Background: an optimization exercise with open tools, aiming at small area, a short achievable clock period and few clock cycles. Do not read the settings as production practice. RTL that was checked went through simulation tests only; none was proved equivalent to the original. No functional check of the RTL was part of runs 2 and 3. Power is estimated from default activity; no workload was simulated.

===== flow/constraint.sdc =====
create_clock -name core_clock -period 90.0 [get_ports {clk}]
set_input_delay 18.0000 -clock core_clock [delete_from_list [all_inputs] [get_ports {clk}]]
set_output_delay 18.0000 -clock core_clock [all_outputs]
set_load 0.01 [all_outputs]

===== flow/config.mk =====
export PLATFORM = sky130hd
export DESIGN_NAME = CPU
export DESIGN_NICKNAME = CPU
export VERILOG_FILES = /design/flow/design.v
export SDC_FILE = /design/flow/constraint.sdc
export NUM_CORES = 8
export LEC_CHECK = 0
export CAP_MARGIN = 5
export CORE_MARGIN = 2
export CORE_UTILIZATION = 40
export PLACE_DENSITY = 0.5
export SLEW_MARGIN = 5

===== flow/standard.sh =====
#!/bin/bash
# synth_recipe.tcl (not shown) runs the flow's synth.tcl, then flattens the netlist and writes it again
# the make line also repeats each setting of config.mk as NAME=value (left out here)
make -C /OpenROAD-flow-scripts/flow DESIGN_CONFIG=/design/flow/config.mk WORK_HOME=/design/flow/orfs CLKGATE_MAP_FILE= SYNTH_SCRIPT=/design/flow/synth_recipe.tcl "${@:-finish}"

===== flow/design.v =====
module CPU (
	input  wire         clk,
	input  wire         rst,
	output wire         imem_req,
	output wire [31:0]  imem_addr,
	input  wire         imem_ack,
	input  wire [127:0] imem_line,
	output wire [31:0]  dmem_addr,
	input  wire [31:0]  dmem_rdata,
	output wire         dmem_we,
	output wire [1:0]   dmem_wsize,
	output wire [31:0]  dmem_wdata,
	output wire         commit,
	output wire [31:0]  commit_pc,
	output wire         commit_wen,
	output wire [4:0]   commit_rd,
	output wire [31:0]  commit_wdata
);
	localparam LN = 3;               
	localparam NL = 1 << LN;
	localparam RB = 12;              
	localparam TW = RB - LN;         
	function [11:0] radd11;          
		input [10:0] x, y;
		input        ci;
		integer k;
		reg c;
		begin
			c = ci;
			for (k = 0; k < 11; k = k + 1) begin
				radd11[k] = x[k] ^ y[k] ^ c;
				c = (x[k] & y[k]) | (x[k] & c) | (y[k] & c);
			end
			radd11[11] = c;
		end
	endfunction
	function [33:0] csub;            
		input [32:0] x, y;
		reg [11:0] l, m0, m1, h0, h1;
		reg [11:0] m, h;
		begin
			l  = radd11(x[10:0],  ~y[10:0],  1'b1);
			m0 = radd11(x[21:11], ~y[21:11], 1'b0);
			m1 = radd11(x[21:11], ~y[21:11], 1'b1);
			h0 = radd11(x[32:22], ~y[32:22], 1'b0);
			h1 = radd11(x[32:22], ~y[32:22], 1'b1);
			m  = l[11] ? m1 : m0;
			h  = m[11] ? h1 : h0;
			csub = {h, m[10:0], l[10:0]};
		end
	endfunction
	function [31:0] rinc;            
		input [31:0] x;
		integer k;
		reg c;
		begin
			c = 1'b1;
			for (k = 0; k < 32; k = k + 1) begin
				rinc[k] = x[k] ^ c;
				c = x[k] & c;
			end
		end
	endfunction
	function [3:0] opclass;
		input [6:0] op;
		case (op)
			7'b0110111: opclass = 4'd1;      
			7'b0010111: opclass = 4'd2;      
			7'b1101111: opclass = 4'd3;      
			7'b1100111: opclass = 4'd4;      
			7'b1100011: opclass = 4'd5;      
			7'b0000011: opclass = 4'd6;      
			7'b0100011: opclass = 4'd7;      
			7'b0010011: opclass = 4'd8;      
			7'b0110011: opclass = 4'd9;      
			7'b1110011: opclass = 4'd10;     
			default:    opclass = 4'd0;      
		endcase
	endfunction
	reg  [31:0]  pc_q;
	reg          pend_q;             
	reg  [27:0]  paddr_q;            
	reg  [28:0]  cword [0:4*NL-1];    
	reg  [TW-1:0] ctag [0:NL-1];
	reg  [NL-1:0] cval;
	reg  [27-RB:0] region_q;         
	reg          po_req;
	reg  [27:0]  po_addr;
	assign imem_req  = po_req;
	assign imem_addr = {po_addr, 4'b0};
	wire [27:0]   pcl  = pc_q[31:4];
	wire [LN-1:0] pidx = pcl[LN-1:0];
	wire c_hit = cval[pidx] & (ctag[pidx] == pcl[RB-1:LN]) & (region_q == pcl[27:RB]);
	wire ihit  = c_hit;
	wire [28:0] cw    = cword[{pidx, pc_q[3:2]}];
	wire [31:0] instr = {cw[28:4], 7'd0};   
	wire [3:0]  cls   = cw[3:0];
	wire [LN-1:0] fidx = paddr_q[LN-1:0];
	wire fnew = paddr_q[27:RB] != region_q;
	reg  fresh_q;
	wire fld  = pend_q & ~fresh_q & ~(c_hit & (fnew | ((fidx == pidx) & (paddr_q != pcl))));
	always @(posedge clk) begin
		if (rst) cval <= {NL{1'b0}};
		else if (fld) begin
			if (fnew) cval <= {{(NL-1){1'b0}}, imem_ack} << fidx;
			else cval[fidx] <= imem_ack;
		end
		if (fld & fnew) region_q <= paddr_q[27:RB];
		if (fld) begin
			ctag[fidx] <= paddr_q[RB-1:LN];
			cword[{fidx, 2'd0}] <= {imem_line[31:7],   opclass(imem_line[6:0])};
			cword[{fidx, 2'd1}] <= {imem_line[63:39],  opclass(imem_line[38:32])};
			cword[{fidx, 2'd2}] <= {imem_line[95:71],  opclass(imem_line[70:64])};
			cword[{fidx, 2'd3}] <= {imem_line[127:103], opclass(imem_line[102:96])};
		end
	end
	wire [4:0] rd  = instr[11:7];
	wire [2:0] f3  = instr[14:12];
	wire [4:0] rs1 = instr[19:15];
	wire [4:0] rs2 = instr[24:20];
	wire [6:0] f7  = instr[31:25];
	wire o_lui   = cls == 4'd1;
	wire o_auipc = cls == 4'd2;
	wire o_jal   = cls == 4'd3;
	wire o_jalr  = cls == 4'd4;
	wire o_br    = cls == 4'd5;
	wire o_ld    = cls == 4'd6;
	wire o_st    = cls == 4'd7;
	wire o_alui  = cls == 4'd8;
	wire o_alur  = cls == 4'd9;
	wire o_sys   = cls == 4'd10;
	wire o_md    = o_alur & (f7 == 7'b0000001);
	wire o_div   = o_md & f3[2];
	wire o_csr   = o_sys & (f3[1:0] != 2'b00);
	wire o_ecall = o_sys & (instr[31:7] == 25'h0000000);
	wire o_mret  = o_sys & (instr[31:7] == 25'h0604000);
	wire wen_i = (o_jal | o_jalr | o_ld | o_alur | o_alui | o_lui | o_auipc | o_csr) & (rd != 5'd0);
	wire [31:0] imm_i = {{20{instr[31]}}, instr[31:20]};
	wire [31:0] imm_s = {{20{instr[31]}}, instr[31:25], instr[11:7]};
	wire [31:0] imm_b = {{19{instr[31]}}, instr[31], instr[7], instr[30:25], instr[11:8], 1'b0};
	wire [31:0] imm_u = {instr[31:12], 12'b0};
	wire [31:0] imm_j = {{11{instr[31]}}, instr[31], instr[19:12], instr[20], instr[30:21], 1'b0};
	reg         w_v, w_wen, w_ld, w_mul, w_neg;
	reg  [4:0]  w_rd;
	reg  [2:0]  w_f3;
	reg  [31:0] w_pc, w_val;
	reg         c_v, c_wen;
	reg  [31:0] c_pc, c_wd;
	reg  [4:0]  c_rd;
	reg         r_wen;
	reg  [31:0] r_wd;
	reg  [4:0]  r_rd;
	reg  [31:0] rf [1:31];
	wire fw1 = w_wen & (w_rd == rs1);
	wire fw2 = w_wen & (w_rd == rs2);
	wire fc1 = r_wen & (r_rd == rs1);
	wire fc2 = r_wen & (r_rd == rs2);
	reg  [31:0] rf1, rf2;
	integer ri;
	always @(*) begin
		rf1 = 32'd0;
		rf2 = 32'd0;
		for (ri = 1; ri < 32; ri = ri + 1) begin
			rf1 = rf1 | (rf[ri] & {32{rs1 == ri}});
			rf2 = rf2 | (rf[ri] & {32{rs2 == ri}});
		end
	end
	wire [31:0] a = (rs1 == 5'd0) ? 32'd0 : fw1 ? w_val : fc1 ? r_wd : rf1;
	wire [31:0] b = (rs2 == 5'd0) ? 32'd0 : fw2 ? w_val : fc2 ? r_wd : rf2;
	wire use1 = ~(o_lui | o_auipc | o_jal);
	wire use2 = o_alur | o_st | o_br;
	wire lu_stall = ((w_ld | w_mul | w_neg) & ((fw1 & use1) | (fw2 & use2))) | (w_mul & o_mul);
	reg [31:0] mstatus, mtvec, mepc, mcause;
	wire [11:0] csr_a = instr[31:20];
	wire cs_mstatus = csr_a == 12'h300;
	wire cs_mtvec   = (csr_a == 12'h305) | o_ecall;
	wire cs_mepc    = (csr_a == 12'h341) | o_mret;
	wire cs_mcause  = csr_a == 12'h342;
	wire [31:0] csr_old = (mstatus & {32{cs_mstatus}}) | (mtvec & {32{cs_mtvec}}) |
	                      (mepc & {32{cs_mepc}}) | (mcause & {32{cs_mcause}});
	wire [31:0] csr_src = f3[2] ? {27'd0, rs1} : a;
	wire [31:0] csr_new = (f3[1:0] == 2'b01) ? csr_src :
	                      (f3[1:0] == 2'b10) ? (csr_old | csr_src) : (csr_old & ~csr_src);
	wire use_b  = o_alur | o_br;
	wire [31:0] y = use_b ? b : (o_st ? imm_s : imm_i);
	wire do_sub = o_br | ((o_alur | o_alui) & ((f3 == 3'd2) | (f3 == 3'd3))) |
	              (o_alur & (f3 == 3'd0) & f7[5]) | o_div;
	wire [31:0] x = o_div ? 32'd0 : a;       
	wire [33:0] sum34 = {1'b0, x, 1'b1} + {1'b0, y ^ {32{do_sub}}, do_sub};
	wire [32:0] sum33 = sum34[33:1];
	wire [31:0] sum = sum33[31:0];
	wire ltu = ~sum33[32];
	wire lt  = (x[31] & ~y[31]) | (~(x[31] ^ y[31]) & sum[31]);
	wire eq  = a == b;
	wire [4:0]  shamt = o_alur ? b[4:0] : instr[24:20];
	wire        sh_l  = (f3 == 3'd1);
	reg  [31:0] sh_in, sh_res;
	integer bi;
	always @(*) begin
		for (bi = 0; bi < 32; bi = bi + 1) sh_in[bi] = sh_l ? a[31-bi] : a[bi];
	end
	wire [32:0] sh_ext = {~sh_l & f7[5] & a[31], sh_in};
	wire [32:0] sh_out = $signed(sh_ext) >>> shamt;
	always @(*) begin
		for (bi = 0; bi < 32; bi = bi + 1) sh_res[bi] = sh_l ? sh_out[31-bi] : sh_out[bi];
	end
	wire alu_ok = o_alui ? ((f3 == 3'd1) ? (f7 == 7'd0) :
	                        (f3 == 3'd5) ? ((f7 == 7'd0) | (f7 == 7'h20)) : 1'b1) :
	              ((f7 == 7'd0) | ((f7 == 7'h20) & ((f3 == 3'd0) | (f3 == 3'd5))));
	reg [31:0] alu_res;
	always @(*) begin
		case (f3)
			3'd0: alu_res = sum;
			3'd1: alu_res = sh_res;
			3'd2: alu_res = {31'd0, lt};
			3'd3: alu_res = {31'd0, ltu};
			3'd4: alu_res = a ^ y;
			3'd5: alu_res = sh_res;
			3'd6: alu_res = a | y;
			default: alu_res = a & y;
		endcase
		if (~alu_ok) alu_res = 32'd0;
	end
	wire o_mul = o_md & ~f3[2];
	wire [32:0] mq_a;                
	reg  [17:0] mq_d;                
	wire [49:0] mq_p;
	wire [32:0] ma  = {(f3 != 3'd3) & a[31], a};
	wire [32:0] mb  = {~f3[1] & b[31], b};
	wire [32:0] mx  = w_mul ? mq_a : ma;
	wire [17:0] dig = w_mul ? mq_d : {2'b00, mb[15:0]};
	wire [50:0] macc = w_mul ? {17'd0, ~mq_p[49], mq_p[48:16]} : 51'd0;
	wire [50:0] mk   = w_mul ? (51'd0 - (51'd1 << 33)) : 51'd0;
	reg  [50:0] mrow [0:8];
	reg  [50:0] mneg, mkc;
	reg  [2:0]  mg;
	reg  [34:0] mv;
	integer mi;
	always @(*) begin
		mneg = 51'd0;
		mkc  = 51'd0;
		for (mi = 0; mi < 9; mi = mi + 1) begin
			mg = {dig[2*mi+1], dig[2*mi], (mi == 0) ? 1'b0 : dig[2*mi-1]};
			case (mg)
				3'b001, 3'b010: mv = {{2{mx[32]}}, mx};
				3'b011:         mv = {mx[32], mx, 1'b0};
				3'b100:         mv = ~{mx[32], mx, 1'b0};
				3'b101, 3'b110: mv = ~{{2{mx[32]}}, mx};
				default:        mv = 35'd0;
			endcase
			mrow[mi] = {15'd0, ~mv[34], mv} << (2*mi);
			mneg[2*mi] = mg[2] & ~(mg[1] & mg[0]);
			mkc = mkc - (51'd1 << (35 + 2*mi));
		end
	end
	wire [50:0] mp = mrow[0] + mrow[1] + mrow[2] + mrow[3] + mrow[4] + mrow[5] + mrow[6] +
	                 mrow[7] + mrow[8] + mneg + mkc + macc + mk;
	wire [31:0] mul_res = (w_f3[1:0] == 2'd0) ? {mp[15:0], mq_p[15:0]} : mp[47:16];
	always @(posedge clk) begin
		mq_d <= {mb[32], mb[32:16]};
	end
	function [5:0] clz32;
		input [31:0] v;
		integer k;
		begin
			clz32 = 6'd32;
			for (k = 0; k < 32; k = k + 1) if (v[k]) clz32 = 31 - k;
		end
	endfunction
	reg  [1:0]  dv_st;               
	reg  [31:0] dv_r, dv_q;
	reg  [32:0] dv_d;
	reg  [4:0]  dv_n;
	wire dv_sg  = ~f3[0];
	wire dv_rem = f3[1];
	wire [31:0] dv_A = (dv_sg & a[31]) ? rinc(~a) : a;
	wire [31:0] dv_B = (dv_sg & b[31]) ? sum : b;
	wire dv_bz  = b == 32'd0;
	wire dv_ovf = dv_sg & (a == 32'h80000000) & (b == 32'hffffffff);
	wire dv_bmn = dv_sg & (b == 32'h80000000);
	wire [5:0]  dv_za = clz32(dv_A);
	wire [5:0]  dv_zb = clz32(dv_B);
	wire dv_triv = dv_bz | dv_ovf | dv_bmn | (dv_za > dv_zb);
	wire [31:0] dv_tres = dv_bz ? (dv_rem ? a : 32'hffffffff) :
	                      dv_ovf ? (dv_rem ? 32'd0 : a) : (dv_rem ? a : 32'd0);
	wire [4:0]  dv_k  = dv_zb[4:0] - dv_za[4:0];
	wire [4:0]  dv_sh = {dv_k[4:1], 1'b1};
	wire [33:0] dv_s1 = csub({1'b0, dv_r}, dv_d);
	wire        dv_g1 = dv_s1[33];
	wire [31:0] dv_r1 = dv_g1 ? dv_s1[31:0] : dv_r;
	assign mq_a = dv_d;
	assign mq_p = {dv_q[17:0], dv_r};
	wire [33:0] dv_s2 = csub({1'b0, dv_r1}, {1'b0, dv_d[32:1]});
	wire        dv_g2 = dv_s2[33];
	wire [31:0] dv_r2 = dv_g2 ? dv_s2[31:0] : dv_r1;
	wire [31:0] dv_x = dv_rem ? dv_r2 : {dv_q[29:0], dv_g1, dv_g2};
	wire dv_neg = dv_sg & (dv_rem ? a[31] : (a[31] ^ b[31]));
	reg [31:0] dm_addr_q, dm_wdata_q;
	reg        dm_we_q;
	reg [1:0]  dm_wsize_q;
	wire go      = ihit & ~lu_stall;  
	wire dv_done = ((dv_st == 2'd1) & (dv_n == 5'd0)) | ((dv_st == 2'd0) & dv_triv);
	wire fin     = go & (o_div ? dv_done : 1'b1);
	wire taken = o_br & ((f3 == 3'd0) ? eq : (f3 == 3'd1) ? ~eq :
	                     (f3 == 3'd4) ? lt : (f3 == 3'd5) ? ~lt :
	                     (f3 == 3'd6) ? ltu : (f3 == 3'd7) ? ~ltu : 1'b0);
	wire [31:0] pc4   = {rinc({2'b00, pc_q[31:2]}), pc_q[1:0]};
	wire [31:0] pcimm = pc_q + (o_jal ? imm_j : o_br ? imm_b : imm_u);
	wire [31:0] npc;                 
	wire [31:0] nxt   = (o_jal | taken) ? pcimm : o_jalr ? sum :
	                    (o_ecall | o_mret) ? csr_old : pc4;
	assign npc = fin ? nxt : pc_q;
	wire [31:0] npc_pf = (ihit & ~o_md) ? nxt : pc_q;
	wire [27:0] nl  = npc_pf[31:4];
	wire [27:0] nl1 = nl + 28'd1;
	wire [27:0] nl2 = nl + 28'd2;
	wire [LN-1:0] ni0 = nl[LN-1:0];
	wire [LN-1:0] ni1 = nl1[LN-1:0];
	wire [LN-1:0] ni2 = nl2[LN-1:0];
	wire nrg = region_q == nl[27:RB];
	wire np0 = (cval[ni0] & (ctag[ni0] == nl[RB-1:LN]) & nrg)
	           | (pend_q & (paddr_q == nl));
	wire np1 = (cval[ni1] & (ctag[ni1] == nl1[RB-1:LN]) & nrg & ~(&nl[RB-1:0]))
	          | (pend_q & (paddr_q == nl1));
	wire np2 = (cval[ni2] & (ctag[ni2] == nl2[RB-1:LN]) & nrg & ~(&nl[RB-1:1]))
	          | (pend_q & (paddr_q == nl2));
	wire want = ~np0 | ~np1 | ~np2;
	always @(posedge clk) begin
		fresh_q <= ~rst & (~pend_q | imem_ack) & want;
		if (rst) pend_q <= 1'b0;
		else if (~pend_q | imem_ack) begin
			pend_q <= want;
			if (want) paddr_q <= ~np0 ? nl : ~np1 ? nl1 : nl2;
		end
		po_req <= ~rst & (want | (pend_q & ~imem_ack));
		if (~pend_q | imem_ack) po_addr <= ~np0 ? nl : ~np1 ? nl1 : nl2;
	end
	wire [31:0] res = (imm_u & {32{o_lui}}) | (pcimm & {32{o_auipc}}) |
	                  (pc4 & {32{o_jal | o_jalr}}) | (csr_old & {32{o_sys}}) |
	                  (((dv_st == 2'd1) ? dv_x : dv_tres) & {32{o_div}}) |
	                  (alu_res & {32{~(o_lui | o_auipc | o_jal | o_jalr | o_sys | o_div)}});
	wire [31:0] w_o  = w_mul ? mul_res : w_neg ? rinc(~w_val) : w_val;
	wire s_lo  = w_ld & (w_f3 != 3'd7);
	wire s_mid = w_ld & ((w_f3 == 3'd1) | (w_f3 == 3'd2) | (w_f3 == 3'd3) | (w_f3 == 3'd5) | (w_f3 == 3'd6));
	wire s_hi  = w_ld & (w_f3 == 3'd2);
	wire s_b   = w_ld & (w_f3 == 3'd0);
	wire s_h   = w_ld & (w_f3 == 3'd1);
	wire [31:0] rd_ = dmem_rdata;
	wire [31:0] w_d;
	assign w_d[7:0]   = (rd_[7:0] & {8{s_lo}}) | (w_o[7:0] & {8{~w_ld}});
	assign w_d[15:8]  = (rd_[15:8] & {8{s_mid}}) | ({8{rd_[7] & s_b}}) | (w_o[15:8] & {8{~w_ld}});
	assign w_d[31:16] = (rd_[31:16] & {16{s_hi}}) | ({16{rd_[7] & s_b}}) | ({16{rd_[15] & s_h}}) |
	                    (w_o[31:16] & {16{~w_ld}});
	always @(posedge clk) begin
		if (r_wen) rf[r_rd] <= r_wd;
	end
	always @(posedge clk) begin
		if (rst) begin
			w_v   <= 1'b0;
			w_wen <= 1'b0;
			w_ld  <= 1'b0;
			w_mul <= 1'b0;
			w_neg <= 1'b0;
		end else begin
			w_v   <= fin;
			w_wen <= fin & wen_i;
			w_ld  <= fin & o_ld;
			w_mul <= fin & o_mul;
			w_neg <= fin & o_div & (dv_st == 2'd1) & dv_neg;
		end
		w_rd  <= rd;
		w_f3  <= f3;
		w_pc  <= pc_q;
		w_val <= res;
	end
	always @(posedge clk) begin
		if (rst) begin
			pc_q    <= 32'h80000000;
			dm_we_q <= 1'b0;
			dv_st   <= 2'd0;
			mstatus <= 32'h1800;
			mtvec   <= 32'd0;
			mepc    <= 32'd0;
			mcause  <= 32'hb;
		end else begin
			pc_q    <= npc;
			dm_we_q <= fin & o_st & ~f3[2] & (f3[1:0] != 2'b11);
			if (go & o_ecall) mepc <= pc_q;
			else if (go & o_csr) begin
				if (cs_mstatus) mstatus <= csr_new;
				if (cs_mtvec)   mtvec   <= csr_new;
				if (cs_mepc)    mepc    <= csr_new;
				if (cs_mcause)  mcause  <= csr_new;
			end
			if (go & o_div) begin
				if (dv_st == 2'd0) begin
					if (~dv_triv) dv_st <= 2'd1;
				end else if (dv_n == 5'd0) dv_st <= 2'd0;
			end
		end
		dm_addr_q  <= sum;
		dm_wdata_q <= b;
		dm_wsize_q <= (f3[1:0] == 2'd0) ? 2'd0 : (f3[1:0] == 2'd1) ? 2'd1 : 2'd2;
		if (dv_st == 2'd0) begin
			if (o_div) begin
				dv_r <= dv_A;
				dv_q <= 32'd0;
				dv_d <= {1'b0, dv_B} << dv_sh;
			end else begin
				dv_r <= mp[31:0];
				dv_q[17:0] <= mp[49:32];
				dv_d <= ma;
			end
			dv_n <= {1'b0, dv_k[4:1]};
		end else if (go & (dv_st == 2'd1)) begin
			dv_r <= dv_r2;
			dv_q <= {dv_q[29:0], dv_g1, dv_g2};
			dv_d <= {2'b00, dv_d[32:2]};
			dv_n <= dv_n - 5'd1;
		end
	end
	assign dmem_addr  = dm_addr_q;
	assign dmem_we    = dm_we_q;
	assign dmem_wsize = dm_wsize_q;
	assign dmem_wdata = dm_wdata_q;
	always @(posedge clk) begin
		if (rst) begin
			c_v   <= 1'b0;
			c_wen <= 1'b0;
			r_wen <= 1'b0;
		end else begin
			c_v   <= w_v;
			c_wen <= w_wen;
			r_wen <= w_wen & (w_rd != 5'd0);
		end
		if (w_wen) begin
			r_rd <= w_rd;
			r_wd <= w_d;
		end
		c_pc <= w_pc;
		c_rd <= w_rd;
		c_wd <= w_d;
	end
	assign commit       = c_v;
	assign commit_pc    = c_pc;
	assign commit_wen   = c_wen;
	assign commit_rd    = c_rd;
	assign commit_wdata = c_wd;
endmodule

===== flow/flow/run.sh =====
#!/bin/bash
# The standard layout with three changes to how it is made (the clock
# and constraints stay as given):
#  - timing repair aims at paths well inside the clock period,
#  - larger clock-tree leaf clusters and no dummy clock loads,
#  - plain buffers on the ports.
export SETUP_SLACK_MARGIN=70.5
export CTS_ARGS="-sink_clustering_enable -repair_clock_nets -dont_use_dummy_load -sink_clustering_size 20 -sink_clustering_max_diameter 120"
export BUFFER_PORTS_ARGS="-buffer_cell sky130_fd_sc_hd__buf_2"
bash standard.sh > standard.log 2>&1

==> flow_results.org, run 1 <==
** Run status
- The flow ran to the end, but the layout failed its checks.
- The violated checks flagged are max-capacitance violations, max-slew violations.

** Drt
- Total wirelength of the detailed-routed design :: 732500 um
- Before antenna repair, the detailed router went through 8 iterations.
- Via total after detailed routing :: 126000
- Iteration-0 DRC Markers :: 23220
- In the routed layout, each cell is associated on average with a via count of 6.860.
- Once detail routing completed, the nets flagged for antenna violations numbered 0.
- After detailed routing, the average wire length per cell comes to 39.87 um.
- In the routed design, unresolved DRC markers number 0.

** Clock network
- Clock-pin slew was measured on the worst setup and hold paths at 0.09 ns.
- CTS sink cnt :: 2595
- CTS placed an instance of sky130_fd_sc_hd__clkbuf_16 at the clock tree root.
- TritonCTS built the clock tree.
- TritonCTS buffer count :: 158
- Number of H-tree levels :: 4
- Buffer levels on the longest clock path :: 4
- Clock network latency to the later pin of the worst-skew pair :: 0.98 ns

** Synthesis
- The synthesized design contains 2595 register bits.
- Yosys mapped a number of flops with a built-in enable equal to 2200.
- Mean cell area of the mapped netlist :: 11.24 um2
- Share of Yosys cell area claimed by the top area cell type :: 0.4426
- Sequential-to-total area share from yosys stat :: 0.4956
- In the synthesized netlist the dominant register cell turns out to be sky130_fd_sc_hd__edfxtp_1.
- Of all flip-flops after synthesis, the portion carrying an async set or reset was 0.
- sky130_fd_sc_hd__edfxtp_1 takes more of the synthesized area than any other cell.
- Synthesized netlist cell count :: 13270
- Synthesis instantiated 125 different standard cells from the library.
- The mapped netlist covers 149300 um2.
- Yosys warning total :: 2
- After synthesis, the cell types taking the most area are sky130_fd_sc_hd__edfxtp_1 44%, sky130_fd_sc_hd__dfxtp_1 5.3%, sky130_fd_sc_hd__fa_1 4.1%.

** Place
- Number of I/O port buffers :: 329
- HPWL after detailed placement :: 486800 um
- Once placement finished, the instance area stood at 158300 um2.
- The congestion estimate from routability-driven global placement came to 1.023.

** Critical path
- Req. time, crit path :: 72.00 ns
- The signal on the critical path passes through buf_6.
- Crit-path slowest cell :: sky130_fd_sc_hd__dfxtp_4
- Critical setup path kind :: flip-flop to output pin
- The cell family contributing the most delay on the critical path is flip-flops.
- Delay of the slowest cell on the worst path :: 0.48 ns
- Along the worst path, the maximum fanout reaches 1.
- Number of buffers and inverters on the critical path :: 1
- At the worst endpoint, the arrival time is 1.56 ns.
- Startpoint kind of the worst setup timing path :: flip-flop
- Worst reg-to-reg setup slack :: 70.90 ns
- Type of destination of the critical path :: output pin

** GRT
- Wire length of the first global-routing pass :: 990300 um
- Pin count of the biggest net entering global routing :: 126
- For this run, the total global-route usage over all layers was measured as 0.3732.
- The via count of the first global-routing pass came to 118900.
- Antenna violations before repair :: 116
- For this run the aggregate overflow at the end of global routing stands at 0.

** Layout
- NumNets Final :: 14220
- After routing the design area is 162500 um2.
- Fraction of final layout cells with drive strength greater than 1 :: 0.1308
- Area Growth Syn to Fin :: 8.854%
- Utilization after layout :: 0.4369

** STA
- Static timing analysis puts the maximum clock frequency at 51.13 MHz.
- The number of hold violations in the final report was 0.
- Worst-case headroom to the max-slew limit :: -0.01235
- Setup repair after global routing could not meet its margin everywhere.
- The final count of pins violating max slew came to 2.
- Setup violations remaining at the end of the flow were counted as 0.
- Sum of negative setup slack :: 0 ns
- Of the available clock period, the critical path in the final layout requires 0.2173.
- Final Critical Period :: 19.56 ns
- Worst Tran Pin Value :: 1.505 ns
- Across the routed clock network, the largest skew measured is 0.1348 ns.

** Floorplanning
- 334 I/O pins were placed.
- Die span in y :: 614.9 um
- The die covers 378100 um2.
- Chip Width :: 614.9 um
- In this run the core area contains 224 standard-cell rows.
- Starting density of the core :: 0.4013
- The region available for standard cell placement spans 371900 um2.

** Power
- For this design the ratio of total power to cell area is 25.75 nW/um2.
- Largest vdd supply drop :: 0.00006814 V
- In this run the static leakage power is 57.44 nW.

** Hold path
- Worst min-delay path category :: flip-flop to flip-flop

** Run
- Max-cap violations in this run came to 3.
## routing by layer
metal	wire [um]	track usage	part of all wire
met4	55400	0.2243	0.076
met1	274200	0.4854	0.37
met5	429	0.0006313	0.00059
met3	98740	0.1214	0.13
met2	303700	0.5396	0.41
## metrics by stage
step | setup WS, ns | power [mW] | hold slack [ns] | instances
2_1_floorplan | 70.54 | 2.634 | 0.3096 | 13280
3_3_place_gp | 70.19 | 3.411 | 0.3146 | 18160
3_5_place_dp | 70.17 | 3.410 | 0.3135 | 18160
4_1_cts | 70.43 | 4.133 | 0.3333 | 18320
5_1_grt | 70.43 | 4.340 | 0.3364 | 18330
6_report | 70.44 | 4.184 | 0.3302 | 18380
## layout by cell type, fill, tap and decap left out, drive strengths merged, types with 299 or more instances in the layout
cell type	instances
buf	902
dfxtp	395
inv	562
nand3	299
edfxtp	2200
o21ai	516
a22oi	710
a21oi	778
and3	331
nor2	739
xnor2	493
nand2	1149
mux2i	596
fa	303
ha	406
## synthesized netlist by cell type, types with 188 or more instances
cell                       number
sky130_fd_sc_hd__clkbuf_1     625
sky130_fd_sc_hd__fa_1         303
sky130_fd_sc_hd__nor2_1       735
sky130_fd_sc_hd__ha_1         406
sky130_fd_sc_hd__dfxtp_1      395
sky130_fd_sc_hd__xnor2_1      492
sky130_fd_sc_hd__a21oi_1      775
sky130_fd_sc_hd__nand2_1     1148
sky130_fd_sc_hd__mux4_2       188
sky130_fd_sc_hd__a22oi_1      708
sky130_fd_sc_hd__o21ai_0      475
sky130_fd_sc_hd__and3_1       331
sky130_fd_sc_hd__nand4_1      210
sky130_fd_sc_hd__edfxtp_1    2200
sky130_fd_sc_hd__xor2_1       216
sky130_fd_sc_hd__mux2i_1      594
sky130_fd_sc_hd__nand3_1      295
sky130_fd_sc_hd__inv_1        553
## logic make-up (layout without fill, tap and decap cells)
family / Yosys count / count (layout) / synth area share
AO/OA/AOI/OAI: 3356 / 3356 / 0.1549
multiplexers: 861 / 861 / 0.07420
flip-flops: 2595 / 2595 / 0.4956
adder cells (fa/ha/maj): 709 / 709 / 0.07467
AND/OR/NAND/NOR: 3484 / 3484 / 0.1144
buffers and inverters: 1558 / 1626 / 0.04442
XOR/XNOR: 710 / 710 / 0.04180
other: 1 / 62 / 0.00002512
## flip-flops by register name, indices dropped and copies added (netlist names), 17 cells and up, named ones only
register,flops
rf,992
cword,928
ctag,72
dv_d,33
c_pc,32
c_wd,32
dm_addr_q,32
dv_r,32
mcause,32
mepc,32
mstatus,32
mtvec,32
r_wd,32
w_pc,32
w_val,32
dv_q,30
pc_q,30
paddr_q,28
po_addr,28
mq_d,17
## power by group
part / switching [mW] / internal, mW / leakage (nW) / total (mW)
Sequential: 0.0268 / 1.37 / 23.4 / 1.40
Combinational: 1.35 / 0.709 / 32.1 / 2.06
Clock: 0.411 / 0.313 / 1.95 / 0.723
Total: 1.79 / 2.40 / 57.4 / 4.18
## area by class of cell
type	instances	area [um2]
clock buffers	158	3954
inverters	566	2126
flip-flops and latches	2595	74020
diodes	58	145.1
multi-input cells	9124	69980
well taps	4972	6221
repair buffers	902	6030
fillers	34600	209400
## worst paths after layout
check                           depth (start not counted)                     to              from
worst min-delay path                                    0        c_pc[8]$_DFF_P_   w_pc[8]$_DFF_P_
worst max-delay path                                    1       commit_wdata[17]  c_wd[17]$_DFF_P_
worst max register to register                         50  paddr_q[13]$_DFFE_PP_         flip-flop
worst min register to register                          0        c_pc[8]$_DFF_P_   w_pc[8]$_DFF_P_
## what timing repair did
item                                    4_1_cts  5_1_grt
endpoints found under the hold margin         0        0
endpoints found under the setup margin       10        6
gates resized for setup                      21        1
hold buffers                                  0        0
setup buffers                                 0        1
Testbench counts, summed over its fixed seeds: cycles 55,824.
==> run 2: changes to the inputs <==
--- a/flow/design.v
+++ b/flow/design.v
@@ -85,8 +85,6 @@
 	reg  [NL-1:0] cval;
 	reg  [27-RB:0] region_q;         
-	reg          po_req;
-	reg  [27:0]  po_addr;
-	assign imem_req  = po_req;
-	assign imem_addr = {po_addr, 4'b0};
+	assign imem_req  = pend_q;
+	assign imem_addr = {paddr_q, 4'b0};
 	wire [27:0]   pcl  = pc_q[31:4];
 	wire [LN-1:0] pidx = pcl[LN-1:0];
@@ -98,6 +96,5 @@
 	wire [LN-1:0] fidx = paddr_q[LN-1:0];
 	wire fnew = paddr_q[27:RB] != region_q;
-	reg  fresh_q;
-	wire fld  = pend_q & ~fresh_q & ~(c_hit & (fnew | ((fidx == pidx) & (paddr_q != pcl))));
+	wire fld  = pend_q & ~(c_hit & (fnew | ((fidx == pidx) & (paddr_q != pcl))));
 	always @(posedge clk) begin
 		if (rst) cval <= {NL{1'b0}};
@@ -148,7 +145,7 @@
 	reg  [31:0] c_pc, c_wd;
 	reg  [4:0]  c_rd;
-	reg         r_wen;
-	reg  [31:0] r_wd;
-	reg  [4:0]  r_rd;
+	wire        r_wen = c_wen;
+	wire [31:0] r_wd  = c_wd;
+	wire [4:0]  r_rd  = c_rd;
 	reg  [31:0] rf [1:31];
 	wire fw1 = w_wen & (w_rd == rs1);
@@ -327,5 +324,4 @@
 	wire want = ~np0 | ~np1 | ~np2;
 	always @(posedge clk) begin
-		fresh_q <= ~rst & (~pend_q | imem_ack) & want;
 		if (rst) pend_q <= 1'b0;
 		else if (~pend_q | imem_ack) begin
@@ -333,6 +329,4 @@
 			if (want) paddr_q <= ~np0 ? nl : ~np1 ? nl1 : nl2;
 		end
-		po_req <= ~rst & (want | (pend_q & ~imem_ack));
-		if (~pend_q | imem_ack) po_addr <= ~np0 ? nl : ~np1 ? nl1 : nl2;
 	end
 	wire [31:0] res = (imm_u & {32{o_lui}}) | (pcimm & {32{o_auipc}}) |
@@ -428,13 +422,7 @@
 			c_v   <= 1'b0;
 			c_wen <= 1'b0;
-			r_wen <= 1'b0;
 		end else begin
 			c_v   <= w_v;
 			c_wen <= w_wen;
-			r_wen <= w_wen & (w_rd != 5'd0);
-		end
-		if (w_wen) begin
-			r_rd <= w_rd;
-			r_wd <= w_d;
 		end
 		c_pc <= w_pc;
--- a/flow/config.mk
+++ b/flow/config.mk
@@ -6,7 +6,7 @@
 export NUM_CORES = 8
 export LEC_CHECK = 0
-export CAP_MARGIN = 5
+export CAP_MARGIN = 20
 export CORE_MARGIN = 2
 export CORE_UTILIZATION = 40
 export PLACE_DENSITY = 0.5
-export SLEW_MARGIN = 5
+export SLEW_MARGIN = 20
==> flow_results.org, run 2 <==
** Run status
- Result of the run :: complete, no violations

** STA
- The clock skew is 0.1520 ns (+0.01722 ns).
- Setup repair after global routing could not meet its margin everywhere.
- Worst-case headroom to the max-slew limit :: 0.1386 (+0.1510)
- Final Critical Period :: 19.61 ns (+0.05340 ns)
- The final count of pins violating max slew is 0 (-2).
- The peak clock frequency supported by timing was 50.99 MHz (-0.27%).
- Fin crit share :: 0.2179 (+0.0005933)
- The hold slack came to 0.2820 ns (-0.04816 ns).
- Endpoints failing setup :: 0 (unchanged)
- The number of hold violations in the final report was 0 (unchanged).
- The total negative setup slack came to 0 ns (unchanged).
- Worst Tran Pin Value :: 1.292 ns (-0.2126 ns)

** Floorplanning
- Die span in y :: 610.1 um (-0.78%)
- The die extent in x is 610.1 um (-0.78%).
- The top-level I/O count was 334 (unchanged).
- Core Box Area :: 365500 um2 (-1.7%)
- The overall die area is 372200 um2 (-1.6%).
- Starting density of the core :: 0.4019 (+0.0005961)
- The number of standard-cell rows in the floorplan was 222 (-0.89%).

** Critical path
- Crit path cell chain :: buf_12, buf_8
- Worst reg2reg endpoint :: paddr_q[17]$_DFFE_PP_
- Req. time, crit path :: 72.00 ns (about the same)
- On the critical path, the stage with the largest delay is an instance of sky130_fd_sc_hd__dfxtp_4.
- Type of destination of the critical path :: output pin
- The length in cells of the worst reg-to-reg path was 53 (+6.0%).
- The setup slack of the most critical reg-to-reg path was 70.82 ns (-0.08 ns).
- Arrival time of the worst setup path :: 1.61 ns (+0.05 ns)
- The peak fanout along the critical path was 2 (+1).
- The critical path is of the flip-flop to output pin type.
- STA classifies the critical path startpoint as a flip-flop.
- Delay of the slowest cell on the worst path :: 0.36 ns (-0.12 ns)
- In this run the worst setup path begins at c_wd[6]$_DFF_P_.

** Synthesis
- Dominant combinational cell family by area after synthesis :: compound AO/OA/AOI/OAI gates
- Xor/xnor cell area share of the yosys netlist :: 0.04179 (about the same)
- The total of flip-flops plus latches after synthesis came to 2527 (-2.6%).
- Share of Yosys cell area claimed by the top area cell type :: 0.4364 (-0.006233)
- Top_reg_cell synth :: sky130_fd_sc_hd__edfxtp_1
- Share of cell area taken by muxes after synthesis :: 0.07812 (+0.003924)
- The number of flops mapped to enable cells by yosys is 2135 (-3.0%).
- The number of synthesis warnings was 2 (unchanged).
- The complex-gate fraction of the synthesized area was 0.1571 (+0.002229).
- Ranking of synthesized cells by area :: sky130_fd_sc_hd__edfxtp_1 44%, sky130_fd_sc_hd__dfxtp_1 5.3%, sky130_fd_sc_hd__mux2i_1 4.5%
- Most repeated cell in the gate-level netlist after synthesis :: sky130_fd_sc_hd__edfxtp_1
- The synthesized area per cell came to 11.10 um2 (-1.3%).
- Adder-cell share of the synthesized area :: 0.07586 (+0.001190)
- The sequential element share of the synthesized area is 0.4898 (-0.005798).
- Mapped Area :: 146900 um2 (-1.6%)
- Cell accounting for the most synthesized area :: sky130_fd_sc_hd__edfxtp_1
- Simple-gate portion of the synthesized area :: 0.1144 (about the same)
- The number of distinct library cells after synthesis was 124 (-0.80%).
- Commonest cells in the synthesized netlist :: 2135 x sky130_fd_sc_hd__edfxtp_1, 1218 x sky130_fd_sc_hd__nand2_1, 810 x sky130_fd_sc_hd__a22oi_1
- Synthesized netlist cell count :: 13240 (-0.27%)
- The fraction of registers with async set/reset was 0 (unchanged).

** Layout
- Area used by multi-input combinational logic :: 70050 um2 (+0.10%)
- Area Growth Syn to Fin :: 11.10%
- The layout filler cell count is 33950 (-1.9%).
- Max reg flops :: 992 (unchanged)
- The largest registers in the layout are rf: 992 flops, cword: 928 flops, ctag: 72 flops.
- Fraction of final layout cells with drive strength greater than 1 :: 0.1426 (+0.01171)
- Leading cell type in the layout, fill and taps excluded :: sky130_fd_sc_hd__edfxtp_1
- Reg with most FFs :: rf
- The layout net count came to 14370 (+1.1%).
- Leaving out fill and tap cells, the most frequent cells in the layout are 2135 x sky130_fd_sc_hd__edfxtp_1, 1213 x sky130_fd_sc_hd__nand2_1, 810 x sky130_fd_sc_hd__a22oi_1.
- The area taken by flip-flops and latches was 72130 um2 (-2.6%).

** Drt
- The average vias per placed instance was 6.967 (+1.6%).
- The total detailed-routing wirelength was 763400 um (+4.2%).
- Iteration-0 DRC Markers :: 22830 (-1.7%)
- The number of detailed-routing iterations run before antenna repair was 10 (+2).
- The via count is 128100 (+1.7%).
- Post-DR wirelength/cell :: 41.51 um (+4.1%)
- The remaining antenna violation count after routing came to 0 (unchanged).
- The DRC violations left is 0 (unchanged).

** Power
- The peak ir drop on the vdd network came to 0.0001264 V (+85%).
- Cell area power density :: 28.95 nW/um2 (+12%)
- The leakage dissipation is 58.15 nW (+1.2%).

** Clock network
- In this run the clock root is driven by a sky130_fd_sc_hd__clkbuf_16.
- The TritonCTS buffer count was 156 (-1.3%).
- Buffer levels on the longest clock path :: 4 (unchanged)
- TritonCTS built the clock tree.
- Hold Buf Count CTS :: 0 (unchanged)
- Clock network latency to the later pin of the worst-skew pair :: 0.98 ns (about the same)
- CTS sink cnt :: 2527 (-2.6%)
- The count of H-tree levels built during CTS was 4 (unchanged).
- Clock-pin slew reported for the worst setup and hold paths after clock tree synthesis :: 0.09 ns (about the same)

** Place
- The estimated wirelength of the detail-placed design came to 501700 um (+3.1%).
- The number of I/O port buffers was 329 (unchanged).
- Final weighted congestion in routability-driven placement :: 1.023 (about the same)

** GRT
- GR Overflow Total :: 0 (unchanged)
- The pin count of the biggest net entering global routing came to 182 (+44%).
- The total routing resource utilization after global routing came to 0.3966 (+0.02342).
- The via count of the first global-routing pass is 120000 (+0.98%).
- Antenna violations before repair :: 116 (unchanged)
- Wire length of the first global-routing pass :: 1022000 um (+3.2%)

** Run
- The number of maximum-capacitance constraint violations is 0 (-3).

** Hold path
- The tightest min-delay check is of the flip-flop to flip-flop type.
- The worst hold path begins at w_pc[13]$_DFF_P_.
- The depth of the worst hold-timing path is 0 (unchanged).
- Worst hold path endpoint :: c_pc[13]$_DFF_P_
-- run 2: cell types whose count changed after synthesis, sizes merged, moves of 21 or more --
cell and change:
a22oi +101, and2 -21, buf -77, clkbuf +49
edfxtp -65, mux2i +76, nand2 +72, nand3 -34
nor2 +40, xnor2 -24
-- run 2: critical path, delay by kind of cell, from the launching register on --
kind | cells | cell delay, ns
flops | 1 | 0.36
buf+inv | 2 | 0.27
-- run 2: power by group --
group          total [mW]  switching (mW)  internal (mW)
clock               0.716           0.407          0.309
combinational        2.62            1.73          0.890
sequential           1.39          0.0317           1.36
total                4.72            2.17           2.56
-- run 2: layer usage --
layer / vias up / track usage / part of all wire
met5: - / 0.001162 / 0.00089
met1: 63690 / 0.4984 / 0.37
li1: 50390 / - / -
met4: 86 / 0.2668 / 0.085
met3: 2918 / 0.1499 / 0.14
met2: 11040 / 0.5650 / 0.41
-- run 2: logic make-up after synthesis --
kind of cell / after synthesis
and+or+nand+nor: 3500
buffers and inverters: 1534
other: 1
xor gates and xnor gates: 701
AOI/OAI and AO/OA: 3353
DFF: 2527
muxes: 913
adders and majority gates: 709
-- run 2: what timing repair did --
action / in CTS / in global routing
endpoints found under the hold margin: 0 / 0
setup endpoints to repair: 68 / 55
resized for setup: 248 / 8
cloned: 30 / 0
buffers inserted: 98 / 10
-- run 2: layout make-up --
class                           count  share of cell area
Tap cell                         4816             0.03692
Multi-Input combinational cell   9180              0.4292
Inverter                          570             0.01312
Clock buffer                      156             0.02392
Timing Repair Buffer             1064             0.05377
Antenna cell                       77            0.001181
Sequential cell                  2527              0.4419
-- run 2: how the worst max path moves through the flow --
stage	to	slack, ns
after floorplan	cword[0][3]$_DFFE_PP_	70.54
after CTS	commit_wdata[12]	70.14
after global routing	imem_addr[6]	70.36
after detailed placement	dm_we_q$_SDFF_PP0_	70.30
after global placement	dm_we_q$_SDFF_PP0_	70.35
final	commit_wdata[6]	70.39
-- run 2: through the flow --
stage / total power, mW / instances / setup WS (ns) / cell area (um2) / utilization
3_3_place_gp: 3.932 / 18020 / 70.35 / 156400 / 0.4277
3_5_place_dp: 3.942 / 18020 / 70.30 / 156400 / 0.4278
5_1_grt: 4.904 / 18330 / 70.36 / 163100 / 0.4461
2_1_floorplan: 2.916 / 13240 / 70.54 / 146900 / -
4_1_cts: 4.666 / 18300 / 70.14 / 162800 / 0.4455
6_report: 4.725 / 18390 / 70.39 / 163200 / 0.4465
==> run 3: changes to the inputs <==
--- a/flow/design.v
+++ b/flow/design.v
@@ -35,17 +35,32 @@
 		end
 	endfunction
-	function [33:0] csub;            
-		input [32:0] x, y;
-		reg [11:0] l, m0, m1, h0, h1;
+	function [12:0] radd12;          
+		input [11:0] x, y;
+		input        ci;
+		integer k;
+		reg c;
+		begin
+			c = ci;
+			for (k = 0; k < 12; k = k + 1) begin
+				radd12[k] = x[k] ^ y[k] ^ c;
+				c = (x[k] & y[k]) | (x[k] & c) | (y[k] & c);
+			end
+			radd12[12] = c;
+		end
+	endfunction
+	function [34:0] csub;            
+		input [33:0] x, y;
+		reg [12:0] l;
+		reg [11:0] m0, m1, h0, h1;
 		reg [11:0] m, h;
 		begin
-			l  = radd11(x[10:0],  ~y[10:0],  1'b1);
-			m0 = radd11(x[21:11], ~y[21:11], 1'b0);
-			m1 = radd11(x[21:11], ~y[21:11], 1'b1);
-			h0 = radd11(x[32:22], ~y[32:22], 1'b0);
-			h1 = radd11(x[32:22], ~y[32:22], 1'b1);
-			m  = l[11] ? m1 : m0;
+			l  = radd12(x[11:0],  ~y[11:0],  1'b1);
+			m0 = radd11(x[22:12], ~y[22:12], 1'b0);
+			m1 = radd11(x[22:12], ~y[22:12], 1'b1);
+			h0 = radd11(x[33:23], ~y[33:23], 1'b0);
+			h1 = radd11(x[33:23], ~y[33:23], 1'b1);
+			m  = l[12] ? m1 : m0;
 			h  = m[11] ? h1 : h0;
-			csub = {h, m[10:0], l[10:0]};
+			csub = {h, m[10:0], l[11:0]};
 		end
 	endfunction
@@ -85,6 +100,8 @@
 	reg  [NL-1:0] cval;
 	reg  [27-RB:0] region_q;         
-	assign imem_req  = pend_q;
-	assign imem_addr = {paddr_q, 4'b0};
+	reg          po_req;
+	reg  [27:0]  po_addr;
+	assign imem_req  = po_req;
+	assign imem_addr = {po_addr, 4'b0};
 	wire [27:0]   pcl  = pc_q[31:4];
 	wire [LN-1:0] pidx = pcl[LN-1:0];
@@ -96,5 +113,6 @@
 	wire [LN-1:0] fidx = paddr_q[LN-1:0];
 	wire fnew = paddr_q[27:RB] != region_q;
-	wire fld  = pend_q & ~(c_hit & (fnew | ((fidx == pidx) & (paddr_q != pcl))));
+	reg  fresh_q;
+	wire fld  = pend_q & ~fresh_q & ~(c_hit & (fnew | ((fidx == pidx) & (paddr_q != pcl))));
 	always @(posedge clk) begin
 		if (rst) cval <= {NL{1'b0}};
@@ -145,7 +163,7 @@
 	reg  [31:0] c_pc, c_wd;
 	reg  [4:0]  c_rd;
-	wire        r_wen = c_wen;
-	wire [31:0] r_wd  = c_wd;
-	wire [4:0]  r_rd  = c_rd;
+	reg         r_wen;
+	reg  [31:0] r_wd;
+	reg  [4:0]  r_rd;
 	reg  [31:0] rf [1:31];
 	wire fw1 = w_wen & (w_rd == rs1);
@@ -267,5 +285,5 @@
 	reg  [1:0]  dv_st;               
 	reg  [31:0] dv_r, dv_q;
-	reg  [32:0] dv_d;
+	reg  [33:0] dv_d;
 	reg  [4:0]  dv_n;
 	wire dv_sg  = ~f3[0];
@@ -282,14 +300,33 @@
 	                      dv_ovf ? (dv_rem ? 32'd0 : a) : (dv_rem ? a : 32'd0);
 	wire [4:0]  dv_k  = dv_zb[4:0] - dv_za[4:0];
-	wire [4:0]  dv_sh = {dv_k[4:1], 1'b1};
-	wire [33:0] dv_s1 = csub({1'b0, dv_r}, dv_d);
-	wire        dv_g1 = dv_s1[33];
+	reg  [3:0]  dv_m;                
+	always @(*) begin
+		case (dv_k)
+			5'd0, 5'd1, 5'd2:    dv_m = 4'd0;
+			5'd3, 5'd4, 5'd5:    dv_m = 4'd1;
+			5'd6, 5'd7, 5'd8:    dv_m = 4'd2;
+			5'd9, 5'd10, 5'd11:  dv_m = 4'd3;
+			5'd12, 5'd13, 5'd14: dv_m = 4'd4;
+			5'd15, 5'd16, 5'd17: dv_m = 4'd5;
+			5'd18, 5'd19, 5'd20: dv_m = 4'd6;
+			5'd21, 5'd22, 5'd23: dv_m = 4'd7;
+			5'd24, 5'd25, 5'd26: dv_m = 4'd8;
+			5'd27, 5'd28, 5'd29: dv_m = 4'd9;
+			default:             dv_m = 4'd10;
+		endcase
+	end
+	wire [5:0]  dv_sh3 = {dv_m, 1'b0} + {2'b00, dv_m} + 6'd2;    
+	wire [34:0] dv_s1 = csub({2'b00, dv_r}, dv_d);
+	wire        dv_g1 = dv_s1[34];
 	wire [31:0] dv_r1 = dv_g1 ? dv_s1[31:0] : dv_r;
-	assign mq_a = dv_d;
+	assign mq_a = dv_d[32:0];
 	assign mq_p = {dv_q[17:0], dv_r};
-	wire [33:0] dv_s2 = csub({1'b0, dv_r1}, {1'b0, dv_d[32:1]});
-	wire        dv_g2 = dv_s2[33];
+	wire [34:0] dv_s2 = csub({2'b00, dv_r1}, {1'b0, dv_d[33:1]});
+	wire        dv_g2 = dv_s2[34];
 	wire [31:0] dv_r2 = dv_g2 ? dv_s2[31:0] : dv_r1;
-	wire [31:0] dv_x = dv_rem ? dv_r2 : {dv_q[29:0], dv_g1, dv_g2};
+	wire [34:0] dv_s3 = csub({2'b00, dv_r2}, {2'b00, dv_d[33:2]});
+	wire        dv_g3 = dv_s3[34];
+	wire [31:0] dv_r3 = dv_g3 ? dv_s3[31:0] : dv_r2;
+	wire [31:0] dv_x = dv_rem ? dv_r3 : {dv_q[28:0], dv_g1, dv_g2, dv_g3};
 	wire dv_neg = dv_sg & (dv_rem ? a[31] : (a[31] ^ b[31]));
 	reg [31:0] dm_addr_q, dm_wdata_q;
@@ -324,4 +361,5 @@
 	wire want = ~np0 | ~np1 | ~np2;
 	always @(posedge clk) begin
+		fresh_q <= ~rst & (~pend_q | imem_ack) & want;
 		if (rst) pend_q <= 1'b0;
 		else if (~pend_q | imem_ack) begin
@@ -329,4 +367,6 @@
 			if (want) paddr_q <= ~np0 ? nl : ~np1 ? nl1 : nl2;
 		end
+		po_req <= ~rst & (want | (pend_q & ~imem_ack));
+		if (~pend_q | imem_ack) po_addr <= ~np0 ? nl : ~np1 ? nl1 : nl2;
 	end
 	wire [31:0] res = (imm_u & {32{o_lui}}) | (pcimm & {32{o_auipc}}) |
@@ -400,15 +440,15 @@
 				dv_r <= dv_A;
 				dv_q <= 32'd0;
-				dv_d <= {1'b0, dv_B} << dv_sh;
+				dv_d <= {2'b00, dv_B} << dv_sh3;
 			end else begin
 				dv_r <= mp[31:0];
 				dv_q[17:0] <= mp[49:32];
-				dv_d <= ma;
+				dv_d <= {1'b0, ma};
 			end
-			dv_n <= {1'b0, dv_k[4:1]};
+			dv_n <= {1'b0, dv_m};
 		end else if (go & (dv_st == 2'd1)) begin
-			dv_r <= dv_r2;
-			dv_q <= {dv_q[29:0], dv_g1, dv_g2};
-			dv_d <= {2'b00, dv_d[32:2]};
+			dv_r <= dv_r3;
+			dv_q <= {dv_q[28:0], dv_g1, dv_g2, dv_g3};
+			dv_d <= {3'b000, dv_d[33:3]};
 			dv_n <= dv_n - 5'd1;
 		end
@@ -422,7 +462,13 @@
 			c_v   <= 1'b0;
 			c_wen <= 1'b0;
+			r_wen <= 1'b0;
 		end else begin
 			c_v   <= w_v;
 			c_wen <= w_wen;
+			r_wen <= w_wen & (w_rd != 5'd0);
+		end
+		if (w_wen) begin
+			r_rd <= w_rd;
+			r_wd <= w_d;
 		end
 		c_pc <= w_pc;
==> flow_results.org, run 3 <==
** Run status
- The run finished with no timing, DRC or antenna violations.

** Synthesis
- Ranking of synthesized cells by area :: sky130_fd_sc_hd__edfxtp_1 44%, sky130_fd_sc_hd__dfxtp_1 5.2%, sky130_fd_sc_hd__fa_1 4.2%
- Fraction of synthesis flops using an asynchronous set or reset pin :: 0 (unchanged)
- The number of distinct library cells after synthesis was 119 (-4.0%).
- The number of synthesis warnings is 2 (unchanged).
- Top_reg_cell synth :: sky130_fd_sc_hd__edfxtp_1
- The most common cell in the synthesized netlist is sky130_fd_sc_hd__edfxtp_1.
- The cell count after synthesis is 13710 (+3.6%).
- Cell accounting for the most synthesized area :: sky130_fd_sc_hd__edfxtp_1
- The area share of the leading cell type in the synthesized netlist was 0.4370 (+0.0006498).
- Commonest cells in the synthesized netlist :: 2200 x sky130_fd_sc_hd__edfxtp_1, 1215 x sky130_fd_sc_hd__nand2_1, 853 x sky130_fd_sc_hd__nor2_1
- EDFF count, synth :: 2200 (+3.0%)
- Mapped Area :: 151200 um2 (+2.9%)
- Flops & latches, synth :: 2595 (+2.7%)
- Sequential-to-total area share from yosys stat :: 0.4893 (about the same)
- The synthesized area per cell came to 11.03 um2 (-0.64%).

** Power
- Largest vdd supply drop :: 0.00008131 V (-36%)
- The areal power density over the cells was 34.35 nW/um2 (+19%).
- The leakage dissipation came to 59.15 nW (+1.7%).

** Layout
- The final cell count without fillers was 18930 (+3.0%).
- In the layout the commonest cells are 2200 x sky130_fd_sc_hd__edfxtp_1, 1203 x sky130_fd_sc_hd__nand2_1, 782 x sky130_fd_sc_hd__nor2_1.
- Ranked by flip-flop count, first place goes to rf.
- NumNets Final :: 14800 (+3.0%)
- In the final layout, the registers with the most flip-flops are rf: 992 flops, cword: 928 flops, ctag: 72 flops.
- Leading cell type in the layout, fill and taps excluded :: sky130_fd_sc_hd__edfxtp_1
- Max reg flops :: 992 (unchanged)
- Fraction of final layout cells with drive strength greater than 1 :: 0.1404 (-0.002142)
- Area Growth Syn to Fin :: 10.39%

** Floorplanning
- The area inside the core boundary was 375800 um2 (+2.8%).
- The chip height was 618.8 um (+1.4%).
- Number of placement rows :: 225 (+1.4%)
- Num ports :: 334 (unchanged)
- The overall die area is 382900 um2 (+2.9%).
- Chip Width :: 618.8 um (+1.4%)
- The starting utilization of the core area is 0.4022 (about the same).

** Critical path
- The data arrival time of the worst path was 21.66 ns (+20.05 ns).
- Worst reg-to-reg setup slack :: 68.99 ns (-1.83 ns)
- The worst register-to-register path ends at dv_r[0]$_DFFE_PP_.
- Crit-path slowest cell :: sky130_fd_sc_hd__edfxtp_1
- The worst setup path is captured at a flip-flop.
- The instance count on the critical path came to 84 (+82).
- The startpoint identified for the worst register-to-register timing path is dv_r[0]$_DFFE_PP_.
- The most critical setup path has its endpoint at dv_r[0]$_DFFE_PP_.
- Critical setup path kind :: flip-flop to flip-flop
- The critical path data required time is 90.65 ns (+18.65 ns).
- Number of buffers and inverters on the critical path :: 9 (+7)
- The length in cells of the worst reg-to-reg path was 84 (+58%).
- The peak fanout along the critical path was 6 (+4).
- Top cell family by delay on the critical path :: adder cells
- Worst setup path startpoint :: dv_r[0]$_DFFE_PP_
- Startpoint kind of the worst setup timing path :: flip-flop
- Library cell appearing most often on the critical path :: sky130_fd_sc_hd__fa_2
- The largest stage delay on the critical path is 0.42 ns (+0.06 ns).

** STA
- Final Max Tran Viols :: 0 (unchanged)
- Fin crit share :: 0.2334 (+0.01552)
- The worst-case headroom to the max-slew limit came to 0.1374 (-0.001277).
- The slew at the pin with the worst max-slew slack is 1.283 ns (-0.008768 ns).
- Endpoints failing setup :: 0 (unchanged)
- Post-layout worst setup margin :: 68.99 ns (-1.397 ns)
- The total negative setup slack is 0 ns (unchanged).
- The peak clock frequency supported by timing is 47.60 MHz (-6.6%).
- The shortest clock period the worst path allows after layout is 21.01 ns (+1.397 ns).
- Setup repair after global routing could not meet its margin everywhere.
- Clock Skews :: 0.1419 ns (-0.01014 ns)
- The number of hold violations in the final report was 0 (unchanged).

** Drt
- First-pass detailed-route iteration total :: 19 (+9)
- The DRC violations left came to 0 (unchanged).
- The via count is 129500 (+1.1%).
- The total detailed-routing wirelength came to 768400 um (+0.65%).
- The average vias per placed instance is 6.842 (-1.8%).
- The remaining antenna violation count after routing is 0 (unchanged).
- Post-DR wirelength/cell :: 40.58 um (-2.2%)
- Iteration-0 DRC Markers :: 22900 (+0.29%)

** Clock network
- The number of buffers added to fix hold violations after cts came to 0 (unchanged).
- CTS sink cnt :: 2595 (+2.7%)
- The TritonCTS buffer count came to 157 (+0.64%).
- The insertion delay to the later sink of the worst-skew pair is 0.98 ns (about the same).
- Clock-pin slew reported for the worst setup and hold paths after clock tree synthesis :: 0.10 ns (about the same)
- Clock tree root driver cell :: sky130_fd_sc_hd__clkbuf_16
- Buffer levels on the longest clock path :: 4 (unchanged)
- Number of H-tree levels :: 4 (unchanged)
- CTS tree :: yes

** GRT
- The total routing resource utilization after global routing is 0.3890 (-0.007578).
- The initial antenna violation count is 110 (-5.2%).
- The total overflow reported by the global router was 0 (unchanged).
- Pin count of the biggest net entering global routing :: 126 (-31%)
- Wire length of the first global-routing pass :: 1033000 um (+1.0%)
- The via count of the first global-routing pass came to 122500 (+2.1%).

** Place
- The final estimated routing congestion in global placement was 1.013 (-1.0%).
- Post-Place Cells :: 18650 (+3.5%)
- The setup slack after placement was 66.85 ns (-3.451 ns).
- The estimated wirelength of the detail-placed design was 515000 um (+2.6%).
- The number of I/O port buffers came to 329 (unchanged).

** Hold path
- The path class of the tightest hold or removal check is flip-flop to flip-flop.

** Run
- Total of max-cap violations :: 0 (unchanged)
-- run 3: cells by family (layout without fill, tap and decap cells) --
family / count (synthesis) / count (layout) / synth area share
AO/OA/AOI/OAI: 3391 / 3391 / 0.1529
XOR/XNOR: 736 / 736 / 0.04292
adder cells (fa/ha/maj): 750 / 750 / 0.07775
buffers and inverters: 1591 / 1760 / 0.04230
flip-flops: 2595 / 2595 / 0.4893
multiplexers: 889 / 889 / 0.07485
other: 1 / 62 / 0.00002481
AND/OR/NAND/NOR: 3756 / 3756 / 0.1200
-- run 3: area by class of cell --
class                   instances  area, um2
fillers                     35110     209000
inverters                     587       2212
diodes                         58      145.1
well taps                    4994       6248
clock buffers                 157       3929
multi-input cells            9526      72940
flip-flops and latches       2595      74080
repair buffers               1016       7323
-- run 3: where the power goes --
part           internal, mW  total (mW)  switching [mW]
Combinational          1.37        3.57            2.19
Clock                 0.311       0.726           0.415
Sequential             1.38        1.44          0.0597
-- run 3: worst min path at each step --
| stage | from | to | slack (ns) | cells after the start |
|---|---|---|---|---|
| 2_1_floorplan | w_pc[0]$_DFF_P_ | c_pc[0]$_DFF_P_ | 0.31 | 0 |
| 3_3_place_gp | w_pc[24]$_DFF_P_ | c_pc[24]$_DFF_P_ | 0.32 | 0 |
| 3_5_place_dp | w_pc[8]$_DFF_P_ | c_pc[8]$_DFF_P_ | 0.31 | 0 |
| 4_1_cts | w_pc[19]$_DFF_P_ | c_pc[19]$_DFF_P_ | 0.31 | 0 |
| 5_1_grt | w_pc[19]$_DFF_P_ | c_pc[19]$_DFF_P_ | 0.32 | 0 |
| 6_report | w_pc[19]$_DFF_P_ | c_pc[19]$_DFF_P_ | 0.32 | 0 |
-- run 3: what timing repair did --
item,4_1_cts,5_1_grt
resized for setup,152,59
setup buffers,31,24
pin swaps,38,27
endpoints found under the setup margin,96,158
gates cloned,5,1
-- run 3: stage by stage --
step           hold WS [ns]  power [mW]  utilization  cell area, um2
4_1_cts              0.3053       5.456       0.4422          166200
5_1_grt              0.3239       5.980       0.4437          166800
2_1_floorplan        0.3096       3.368            -          151500
3_3_place_gp         0.3154       4.408       0.4293          161300
3_5_place_dp         0.3121       4.392       0.4293          161400
6_report             0.3164       5.732       0.4440          166900
-- run 3: layer usage --
layer  part of all wire  GRT usage  vias up  wire length (um)
li1                   -          -    51840                 -
met1               0.37     0.4992    64630            288000
met2               0.41     0.5635    10480            318600
met3               0.13     0.1219     2535             98710
met4              0.082     0.2572       68             62640
met5            0.00055          0        -               423

## static timing again, ports no longer ideal
In the flow no input, the clock included, has a driving cell. The finished layouts below were timed again as built, in two steps. Step 1 assumes that a clkbuf_16 drives the clock port and a buf_2 every other input. Step 2, shift: input delay + t, output delay - t, t = (earliest + latest rising clock arrival at the registers) / 2. This alone moves slack from input paths to output paths. Slacks: ideal ports / drivers / drivers and shift; pairs: ideal ports / drivers.
| run | t, ns | setup slack, ns | worst register clock-pin slew, ns |
|---|---|---|---|
| run 1 | 1.020 | 70.442 / 70.333 / 69.981 | 0.10 / 0.10 |
| run 2 | 1.020 | 70.388 / 70.276 / 70.174 | 0.11 / 0.11 |
| run 3 | 1.039 | 68.992 / 68.992 / 68.992 | 0.10 / 0.10 |
For run 1, which loses most, drivers alone change the setup slack by -0.109 ns; drivers and shift together by -0.461 ns.
